Source: an optimization exercise on an open RTL-to-GDS flow (aim: small area). Production flows keep margins and buffers that such runs may drop. The RTL was checked by simulation tests, not by an equivalence proof against the original design. The clock port is modelled as an ideal driver; clocking choices that lean on that would not hold on a real chip. Power and IR drop assume default switching activity.

// i2c_master_axi
module i2c_master_axi #(
    parameter C_S_AXI_DATA_WIDTH = 32,
    parameter C_S_AXI_ADDR_WIDTH = 5,
    parameter DEFAULT_PRESCALE   = 16'd249
)(
    input  wire                              s_axi_aclk,
    input  wire                              s_axi_aresetn,
    input  wire [C_S_AXI_ADDR_WIDTH-1:0]     s_axi_awaddr,
    input  wire                              s_axi_awvalid,
    output reg                               s_axi_awready,
    input  wire [C_S_AXI_DATA_WIDTH-1:0]     s_axi_wdata,
    input  wire [C_S_AXI_DATA_WIDTH/8-1:0]   s_axi_wstrb,
    input  wire                              s_axi_wvalid,
    output reg                               s_axi_wready,
    output wire [1:0]                        s_axi_bresp,
    output reg                               s_axi_bvalid,
    input  wire                              s_axi_bready,
    input  wire [C_S_AXI_ADDR_WIDTH-1:0]     s_axi_araddr,
    input  wire                              s_axi_arvalid,
    output reg                               s_axi_arready,
    output wire [C_S_AXI_DATA_WIDTH-1:0]     s_axi_rdata,
    output wire [1:0]                        s_axi_rresp,
    output reg                               s_axi_rvalid,
    input  wire                              s_axi_rready,
    output wire                              irq_o,
    input  wire                              scl_pad_i,
    output wire                              scl_pad_o,
    output wire                              scl_padoen_o,
    input  wire                              sda_pad_i,
    output wire                              sda_pad_o,
    output wire                              sda_padoen_o
);
    wire clk   = s_axi_aclk;
    wire rst_n = s_axi_aresetn;
    assign scl_pad_o   = 1'b0;
    assign sda_pad_o   = 1'b0;
    assign s_axi_bresp = 2'b00;
    assign s_axi_rresp = 2'b00;
    reg [1:0] scl_sync_r;
    reg [1:0] sda_sync_r;
    always @(posedge clk or negedge rst_n) begin
        if (!rst_n) begin
            scl_sync_r <= 2'b11;
            sda_sync_r <= 2'b11;
        end else begin
  ...
Size in the first run: ~120 flip-flops, roughly 5400 µm² of cells after synthesis.
export LEC_CHECK = 0
export CAP_MARGIN = 20
export CORE_MARGIN = 2
export CORE_UTILIZATION = 40
export SLEW_MARGIN = 20
create_clock -name core_clock -period 10.0 [get_ports {s_axi_aclk}]
standard.sh (not shown) runs the stock make flow with config.mk's settings and CLKGATE_MAP_FILE= SYNTH_SCRIPT=/design/flow/synth_recipe.tcl, a recipe that flattens the netlist after the stock synthesis.
==> flow/flow/run.sh <==
#!/bin/bash
# The standard ORFS layout (standard.sh), changed only in how cells are chosen:
#  - synthesis maps the combinational logic with an area-oriented abc script
#    (flow/synth.tcl wraps synth_recipe.tcl; registers are mapped as standard);
#  - every input and output port still gets a buffer, of the smallest size;
#  - the clock tree is built with clkbuf_8 and no dummy loads, then each
#    clock buffer is sized down as far as a 110 ps clock-pin slew allows
#    (flow/post_cts.tcl);
#  - the constant outputs share the one tie cell synthesis gives them
#    (SKIP_REPAIR_TIE_FANOUT) instead of one tie cell per port.
# standard.sh's make output goes to standard.log; ORFS keeps each step's
# log under orfs/logs.
set -euo pipefail
here=$(pwd)
bash standard.sh \
  "SYNTH_SCRIPT=$here/flow/synth.tcl" \
  "BUFFER_PORTS_ARGS=-buffer_cell sky130_fd_sc_hd__buf_1" \
  "CTS_ARGS=-sink_clustering_enable -repair_clock_nets -dont_use_dummy_load -buf_list sky130_fd_sc_hd__clkbuf_8" \
  "POST_CTS_TCL=$here/flow/post_cts.tcl" \
  SKIP_REPAIR_TIE_FANOUT=1 \
  finish > standard.log 2>&1
==> flow/flow/post_cts.tcl <==
set cts_slew_target 0.110
estimate_parasitics -placement
proc cts_load_slew {inst} {
  set net [get_nets -of_objects [get_pins -of_objects $inst -filter "direction==output"]]
  set mx 0
  foreach p [get_pins -of_objects $net -filter "direction==input"] {
    foreach e {rise fall} {
      set s [get_property $p slew_max_$e]
      if {$s > $mx} { set mx $s }
    }
  }
  return $mx
}
set cts_resized 0
foreach inst [get_cells clkbuf_*] {
  set orig [get_property $inst ref_name]
  foreach cand {sky130_fd_sc_hd__clkbuf_2 sky130_fd_sc_hd__clkbuf_4} {
    if {$cand eq $orig} break
    replace_cell $inst $cand
    estimate_parasitics -placement
    if {[cts_load_slew $inst] < $cts_slew_target} { incr cts_resized; break }
    replace_cell $inst $orig
    estimate_parasitics -placement
  }
}
puts "post_cts.tcl: resized $cts_resized clock buffers"
Other scripts of this flow, unchanged in this note and not shown: flow/flow/abc_area.script, flow/flow/synth.tcl
Next try:
==> flow/flow/post_cts.tcl (replaced) <==
set cts_slew_target 0.110
set cts_sizes {sky130_fd_sc_hd__clkbuf_1 sky130_fd_sc_hd__clkbuf_2 sky130_fd_sc_hd__clkbuf_4 sky130_fd_sc_hd__clkbuf_8 sky130_fd_sc_hd__clkbuf_16}
set ::cts_ck_pins [all_registers -clock_pins]
proc cts_worst_slew {} {
  estimate_parasitics -placement
  set mx 0
  foreach p $::cts_ck_pins {
    foreach e {rise fall} {
      set s [get_property $p slew_max_$e]
      if {$s > $mx} { set mx $s }
    }
  }
  return $mx
}
set cts_bufs [get_cells clkbuf_*]
# leaves (names with a level index above 0) before the root
set cts_order [concat [lsearch -all -inline -not -glob [lmap c $cts_bufs {get_full_name $c}] clkbuf_0_*] \
                      [lsearch -all -inline -glob [lmap c $cts_bufs {get_full_name $c}] clkbuf_0_*]]
set cts_resized 0
puts "post_cts.tcl: worst clock pin slew before [cts_worst_slew]"
foreach name $cts_order {
  set inst [get_cells $name]
  set orig [get_property $inst ref_name]
  set oi [lsearch -exact $cts_sizes $orig]
  if {$oi <= 0} continue
  foreach cand [lrange $cts_sizes 0 [expr {$oi - 1}]] {
    replace_cell $inst $cand
    if {[cts_worst_slew] < $cts_slew_target} { incr cts_resized; break }
    replace_cell $inst $orig
  }
}
puts "post_cts.tcl: resized $cts_resized clock buffers, worst clock pin slew [cts_worst_slew]"
Result: Total power stays the same; via count stays the same; design area stays the same.

---

## v6
Another version of the RTL of i2c_master_axi (not shown whole).
Size: roughly 580 cells after synthesis, ~120 flip-flops, roughly 100 I/O pins, ~5600 um2 of cells after synthesis.
Settings: LEC_CHECK=0, CAP_MARGIN=20, CORE_MARGIN=2, CORE_UTILIZATION=40, SLEW_MARGIN=20; clock period 10.0 ns.
==> flow/flow/abc_area.script <==
strash
dc2
dc2
dch -f
amap
topo
==> flow/flow/post_cts.tcl <==
set cts_slew_target 0.110
estimate_parasitics -placement
proc cts_load_slew {inst} {
  set net [get_nets -of_objects [get_pins -of_objects $inst -filter "direction==output"]]
  set mx 0
  foreach p [get_pins -of_objects $net -filter "direction==input"] {
    foreach e {rise fall} {
      set s [get_property $p slew_max_$e]
      if {$s > $mx} { set mx $s }
    }
  }
  return $mx
}
set cts_resized 0
foreach inst [get_cells clkbuf_*] {
  set orig [get_property $inst ref_name]
  foreach cand {sky130_fd_sc_hd__clkbuf_2 sky130_fd_sc_hd__clkbuf_4} {
    if {$cand eq $orig} break
    replace_cell $inst $cand
    estimate_parasitics -placement
    if {[cts_load_slew $inst] < $cts_slew_target} { incr cts_resized; break }
    replace_cell $inst $orig
    estimate_parasitics -placement
  }
}
puts "post_cts.tcl: resized $cts_resized clock buffers"
==> flow/flow/synth.tcl <==
# The standard synthesis (synth_recipe.tcl, one folder up), with the
# combinational logic mapped by the area-oriented abc script beside this file
# instead of ORFS's speed script. Flip-flops are mapped before abc runs, so
# the registers are the standard synthesis's.
set my_dir [file dirname [file normalize [info script]]]
proc abc {args} {
  set i [lsearch -exact $args -script]
  if {$i >= 0} { set args [lreplace $args $i [expr {$i + 1}]] }
  set args [linsert $args 0 -script [file join $::my_dir abc_area.script]]
  puts "abc (flow/synth.tcl): $args"
  yosys abc {*}$args
}
source [file join [file dirname $my_dir] synth_recipe.tcl]
Scripts as last shown in full above: flow/flow/run.sh
What v7 does differently from v6 at the input level:
==> flow/flow/run.sh <==
#!/bin/bash
# The standard ORFS layout (standard.sh), changed only in how cells are chosen:
#  - synthesis maps the combinational logic with an area-oriented abc script
#    (flow/synth.tcl wraps synth_recipe.tcl; registers are mapped as standard);
#  - every input and output port still gets a buffer, of the smallest size;
#  - the clock tree uses clkbuf_8 buffers and no dummy loads.
set -euo pipefail
here=$(pwd)
bash standard.sh \
  "SYNTH_SCRIPT=$here/flow/synth.tcl" \
  "BUFFER_PORTS_ARGS=-buffer_cell sky130_fd_sc_hd__buf_1" \
  "CTS_ARGS=-sink_clustering_enable -repair_clock_nets -dont_use_dummy_load -buf_list sky130_fd_sc_hd__clkbuf_8" \
  finish > standard.log 2>&1
==> flow/flow/abc_area.script <==
strash
dch
map -a
topo
dnsize
removed: flow/flow/post_cts.tcl
Notes after the runs:
- v7 reached the final stage; the timing, DRC and antenna checks on its layout passed.
- Looking at met2 layer wire length in the routed design, v7 sits about 2.5% below v6.
- Compared with v6, in v7 minimum period implied by the final worst setup slack shows a reduction of 230 ps; final total power shows an increase of 0.000084 W; fraction of final layout cells with drive strength greater than 1 shows an increase of 0.51 points; die span in x shows an increase of 0.46%.
- NOTE met3 layer wire length in the routed design v6->v7 increased by a few percent
- Compared v7 vs v6, and non-clock buffer count is down in v7.

==> separate check: timing with driven ports <==
In the flow no input, the clock included, has a driving cell. The finished layouts below were timed again as built, in two steps. Step 1 sets driving cells, clkbuf_16 on the clock port and buf_2 on the other inputs (assumed; they add their load-dependent delay and slew). Step 2 also shifts input and output timing later by t, the mid clock arrival at the registers, as if the neighbouring blocks saw the same clock. a / b / c = ideal ports / drivers / drivers and shift; a / b = the first two.
run	t, ns	slack for setup (ns)	worst hold slack (ns)	worst data-port slew with drivers (ns)
the first run of note 1	0.415	5.788 / 5.796 / 5.381	0.362 / 0.362 / 0.362	0.05
the second run of note 1	0.415	5.788 / 5.796 / 5.381	0.362 / 0.362 / 0.362	0.05
v6	0.439	6.230 / 6.246 / 5.807	0.362 / 0.362 / 0.362	0.05
v7	0.472	6.464 / 6.451 / 6.009	0.355 / 0.355 / 0.355	0.07
After both steps every run listed still meets setup and hold. For v7, which loses most, drivers alone change the setup slack by -0.013 ns; drivers and shift together by -0.455 ns.
